Context: an optimization exercise on an open-source flow, tuned for small area. The choices shown serve that exercise and are no tape-out recipe.
Only simulation tests tie the RTL to the original design; equivalence was not proved.

## run A
==> flow/design.v <==
module PWMConvert(GCK, Vsync, mode, rst, OUT, data, addr, en);
input            GCK;
input            Vsync;
input            mode;
input            rst;
input     [15:0] data;
output    [15:0] OUT;
output    [ 8:0] addr;
output           en;
reg       [15:0] OUT;
reg       [15:0] T;         
reg       [ 6:0] Q;         
reg       [ 1:0] lc;        
reg              pf;        
reg              pf_d;      
reg              p9_d;      
reg              xfer;      
reg              st;        
reg              sh_r;      
reg              ld_r;      
reg       [ 4:0] bus_r;     
reg       [ 4:0] early [0:15];
reg       [ 4:0] cs    [0:15];
integer i;
wire       l1    = (~Vsync & (lc == 2'd0)) | st;
wire       pfrd  = l1 | pf;
wire [6:0] base  = l1 ? Q + 7'd1 : pf ? Q : Q - 7'd1;
always @(posedge GCK or posedge rst) begin
  if (rst) begin
    lc   <= 2'd3;
    Q    <= 7'd0;
    pf   <= 1'b0;
    pf_d <= 1'b0;
    xfer <= 1'b0;
    p9_d <= 1'b0;
  end
  else begin
    lc   <= Vsync ? 2'd0 : lc + 2'd1;
    if (l1) Q <= Q + 7'd1;
    pf   <= l1 | (pf & (T[3:0] != 4'd14));
    pf_d <= pfrd;
    xfer <= ~Vsync & (lc == 2'd1);
    p9_d <= base[5];
  end
end
always @(posedge GCK or posedge rst) begin
  if (rst) st <= 1'b1;
  else     st <= 1'b0;
end
always @(posedge GCK) begin
  if (l1) T <= 16'd0;
  else    T <= T + 16'd1;
end
assign addr = {base[4:0], l1 ? 4'd15 : T[3:0]};
assign en   = mode ? base[6] : base[5];
wire [15:0] m    = mode ? {1'b0, data[15:1]} : data;
wire        cin  = mode & data[0] & ~p9_d;
wire [ 4:0] vl5  = {1'b0, m[3:0]} + {4'b0, cin};   
wire [11:0] mh   = m[15:4];
wire [11:0] Th   = T[15:4];
reg  [11:0] tp, tm;
integer b;
always @(*) begin
  tp[0] = 1'b1;
  tm[0] = 1'b1;
  for (b = 1; b < 12; b = b + 1) begin
    tp[b] = tp[b-1] &  Th[b-1];
    tm[b] = tm[b-1] & ~Th[b-1];
  end
end
wire [11:0] x   = mh ^ Th;
wire        eqA = (x == 12'd0);    
wire        eqP = (x == tp);       
wire        eqM = (x == tm);       
wire        hi0 = vl5[4] ? eqM : eqA;    
wire        hi1 = vl5[4] ? eqA : eqP;    
wire        lge = (vl5[3:0] >= T[3:0]);
wire arm      = (hi0 & lge) | (hi1 & ~lge);       
wire early_ok = hi0 | (hi1 & ~lge);               
wire [4:0] v5 = {m[4] ^ vl5[4], vl5[3:0]};
wire [4:0] k  = pf_d ? v5 : v5 - T[4:0];
reg  [4:0] lfsr_pre;
always @(*) begin
  case (k)
      5'd0: lfsr_pre = 5'h00;
      5'd1: lfsr_pre = 5'h0f;
      5'd2: lfsr_pre = 5'h08;
      5'd3: lfsr_pre = 5'h1b;
      5'd4: lfsr_pre = 5'h02;
      5'd5: lfsr_pre = 5'h0e;
      5'd6: lfsr_pre = 5'h18;
      5'd7: lfsr_pre = 5'h13;
      5'd8: lfsr_pre = 5'h16;
      5'd9: lfsr_pre = 5'h04;
      5'd10: lfsr_pre = 5'h0d;
      5'd11: lfsr_pre = 5'h09;
      5'd12: lfsr_pre = 5'h0b;
      5'd13: lfsr_pre = 5'h0a;
      5'd14: lfsr_pre = 5'h1a;
      5'd15: lfsr_pre = 5'h12;
      5'd16: lfsr_pre = 5'h06;
      5'd17: lfsr_pre = 5'h0c;
      5'd18: lfsr_pre = 5'h19;
      5'd19: lfsr_pre = 5'h03;
      5'd20: lfsr_pre = 5'h1e;
      5'd21: lfsr_pre = 5'h10;
      5'd22: lfsr_pre = 5'h07;
      5'd23: lfsr_pre = 5'h1c;
      5'd24: lfsr_pre = 5'h11;
      5'd25: lfsr_pre = 5'h17;
      5'd26: lfsr_pre = 5'h14;
      5'd27: lfsr_pre = 5'h05;
      5'd28: lfsr_pre = 5'h1d;
      5'd29: lfsr_pre = 5'h01;
      5'd30: lfsr_pre = 5'h1f;
      default: lfsr_pre = 5'h00;
  endcase
end
always @(posedge GCK) begin
  sh_r  <= pf_d;
  ld_r  <= ~pf_d & arm;
  bus_r <= (pf_d & ~early_ok) ? 5'h15 : lfsr_pre;
end
always @(posedge GCK) begin
  if (sh_r) begin
    early[15] <= ~bus_r;
    for (i = 0; i < 15; i = i + 1) early[i] <= early[i + 1];
  end
  for (i = 0; i < 16; i = i + 1) begin
    if (xfer)
      cs[i] <= ~early[(i + 1) & 15];
    else if (ld_r && T[3:0] == ((i + 2) & 15))
      cs[i] <= bus_r;
    else
      cs[i] <= {~cs[i][3:0], ~(cs[i][4] ^ cs[i][2])};
  end
end
always @(posedge GCK or posedge rst) begin
  if (rst) OUT <= 16'b0;
  else begin
    for (i = 0; i < 16; i = i + 1) begin
      if (xfer)               OUT[i] <= 1'b1;
      else if (cs[i] == 5'd0) OUT[i] <= 1'b0;
    end
  end
end
endmodule
clock: 4.0 ns
lec_check: 0
cap_margin: 20
core_margin: 2
core_utilization: 60
cts_buf_list: sky130_fd_sc_hd__clkbuf_8
cts_cluster_diameter: 50
cts_cluster_size: 20
place_density: 0.75
slew_margin: 20
standard.sh (not shown) runs the stock make flow with config.mk's settings and CLKGATE_MAP_FILE= SYNTH_SCRIPT=/design/flow/synth_recipe.tcl, a recipe that flattens the netlist after the stock synthesis.
==> flow/flow/run.sh <==
#!/bin/bash
# The standard layout (standard.sh) with these changes:
# - synthesis runs ORFS's own scripts, copied here, with an area-only ABC
#   script (flow/abc_area.script, selected by ABC_AREA=1) and without the
#   adder-extraction step (ADDER_MAP_FILE empty); registers are unchanged;
# - port buffers use the smallest buffer cell;
# - CTS inserts no dummy loads.
set -euo pipefail
rm -rf myscripts
cp -r "$FLOW_HOME/scripts" myscripts
cp flow/abc_area.script myscripts/abc_area.script
bash standard.sh SCRIPTS_DIR="$PWD/myscripts" ABC_AREA=1 ADDER_MAP_FILE= synth > synth.log 2>&1
export BUFFER_PORTS_ARGS="-buffer_cell sky130_fd_sc_hd__buf_1"
export CTS_ARGS="-sink_clustering_enable -repair_clock_nets -sink_clustering_size 10 -sink_clustering_max_diameter 40 -buf_list sky130_fd_sc_hd__clkbuf_4 -dont_use_dummy_load"
bash standard.sh > layout.log 2>&1
==> flow/flow/abc_area.script <==
strash
dc2
&get -n
&dch -f
&nf -a -R 1000
&put
topo
Modified inputs, run B compared to run A
-- flow/design.v --
<<< run A, line 16
reg              p9_d;      
reg              xfer;      
reg              st;        
reg              sh_r;      
reg              ld_r;      
>>> run B, line 16
reg              p9_d;      
reg              xfer;      
reg              sh_r;      
reg              ld_r;      
<<< run A, line 23
reg       [ 4:0] cs    [0:15];
integer i;
wire       l1    = (~Vsync & (lc == 2'd0)) | st;
wire       pfrd  = l1 | pf;
wire [6:0] base  = l1 ? Q + 7'd1 : pf ? Q : Q - 7'd1;
>>> run B, line 22
reg       [ 4:0] cs    [0:15];
integer i;
wire       l1    = ~Vsync & (lc == 2'd0);
wire       pfrd  = l1 | pf;
wire [6:0] base  = l1 ? Q + 7'd1 : pf ? Q : Q - 7'd1;
<<< run A, line 29
  if (rst) begin
    lc   <= 2'd3;
    Q    <= 7'd0;
    pf   <= 1'b0;
    pf_d <= 1'b0;
    xfer <= 1'b0;
>>> run B, line 28
  if (rst) begin
    lc   <= 2'd3;
    Q    <= 7'd1;
    pf   <= 1'b1;
    pf_d <= 1'b0;
    xfer <= 1'b0;
<<< run A, line 44
  end
end
always @(posedge GCK or posedge rst) begin
  if (rst) st <= 1'b1;
  else     st <= 1'b0;
end
always @(posedge GCK) begin
  if (l1) T <= 16'd0;
  else    T <= T + 16'd1;
end
assign addr = {base[4:0], l1 ? 4'd15 : T[3:0]};
>>> run B, line 43
  end
end
always @(posedge GCK) begin
  if (rst)     T <= 16'hffff;
  else if (l1) T <= 16'd0;
  else         T <= T + 16'd1;
end
assign addr = {base[4:0], l1 ? 4'd15 : T[3:0]};
==> comparison <==
- Maximum number of pins on one net before global-route repair went down slightly going from run A to run B.
- Run B — full die area about 0.38% higher, run A as reference
- ~same total track usage in run A and run B
- The run showing the smaller non-clock buffer count is run A.
- | fraction of final layout cells with drive strength greater than 1 | run B vs run A | ≈ equal |
- In terms of cell count, run A and run B differ only marginally.
- Number of global-route vias before repair in run B is about 0.8% below run A.
- In the metrics for run A and run B, the one carrying the higher layout inverter count without the clock tree is run A.
- Between run A and run B, the difference in clock insertion delay at the later pin of the skew report is negligible.
- Against run A, the final cell area of run B is higher.
- The worst-case hold slack of run B was inferior to that of run A.

## separate check: timing with driven ports
Ports are ideal in the flow. The routed layouts listed here were re-timed in OpenROAD. Step 1 assumes that a clkbuf_16 drives the clock port and a buf_2 every other input. Step 2, shift: input delay + t, output delay - t, t = (earliest + latest rising clock arrival at the registers) / 2. This alone moves slack from input paths to output paths. a / b / c = ideal ports / drivers / drivers and shift; a / b = the first two.
run	shift t [ns]	setup WS [ns]	hold WS [ns]	worst data-port slew with drivers (ns)	pins driven straight from the clock port
run A	0.664	0.619 / 0.583 / 0.048	0.222 / 0.208 / 0.416	0.04	1
run B	0.655	0.412 / 0.377 / 0.035	0.192 / 0.186 / 0.388	0.04	1
After both steps setup and hold are still met in every run listed. For run A, which loses most, drivers alone change the setup slack by -0.036 ns; drivers and shift together by -0.571 ns.
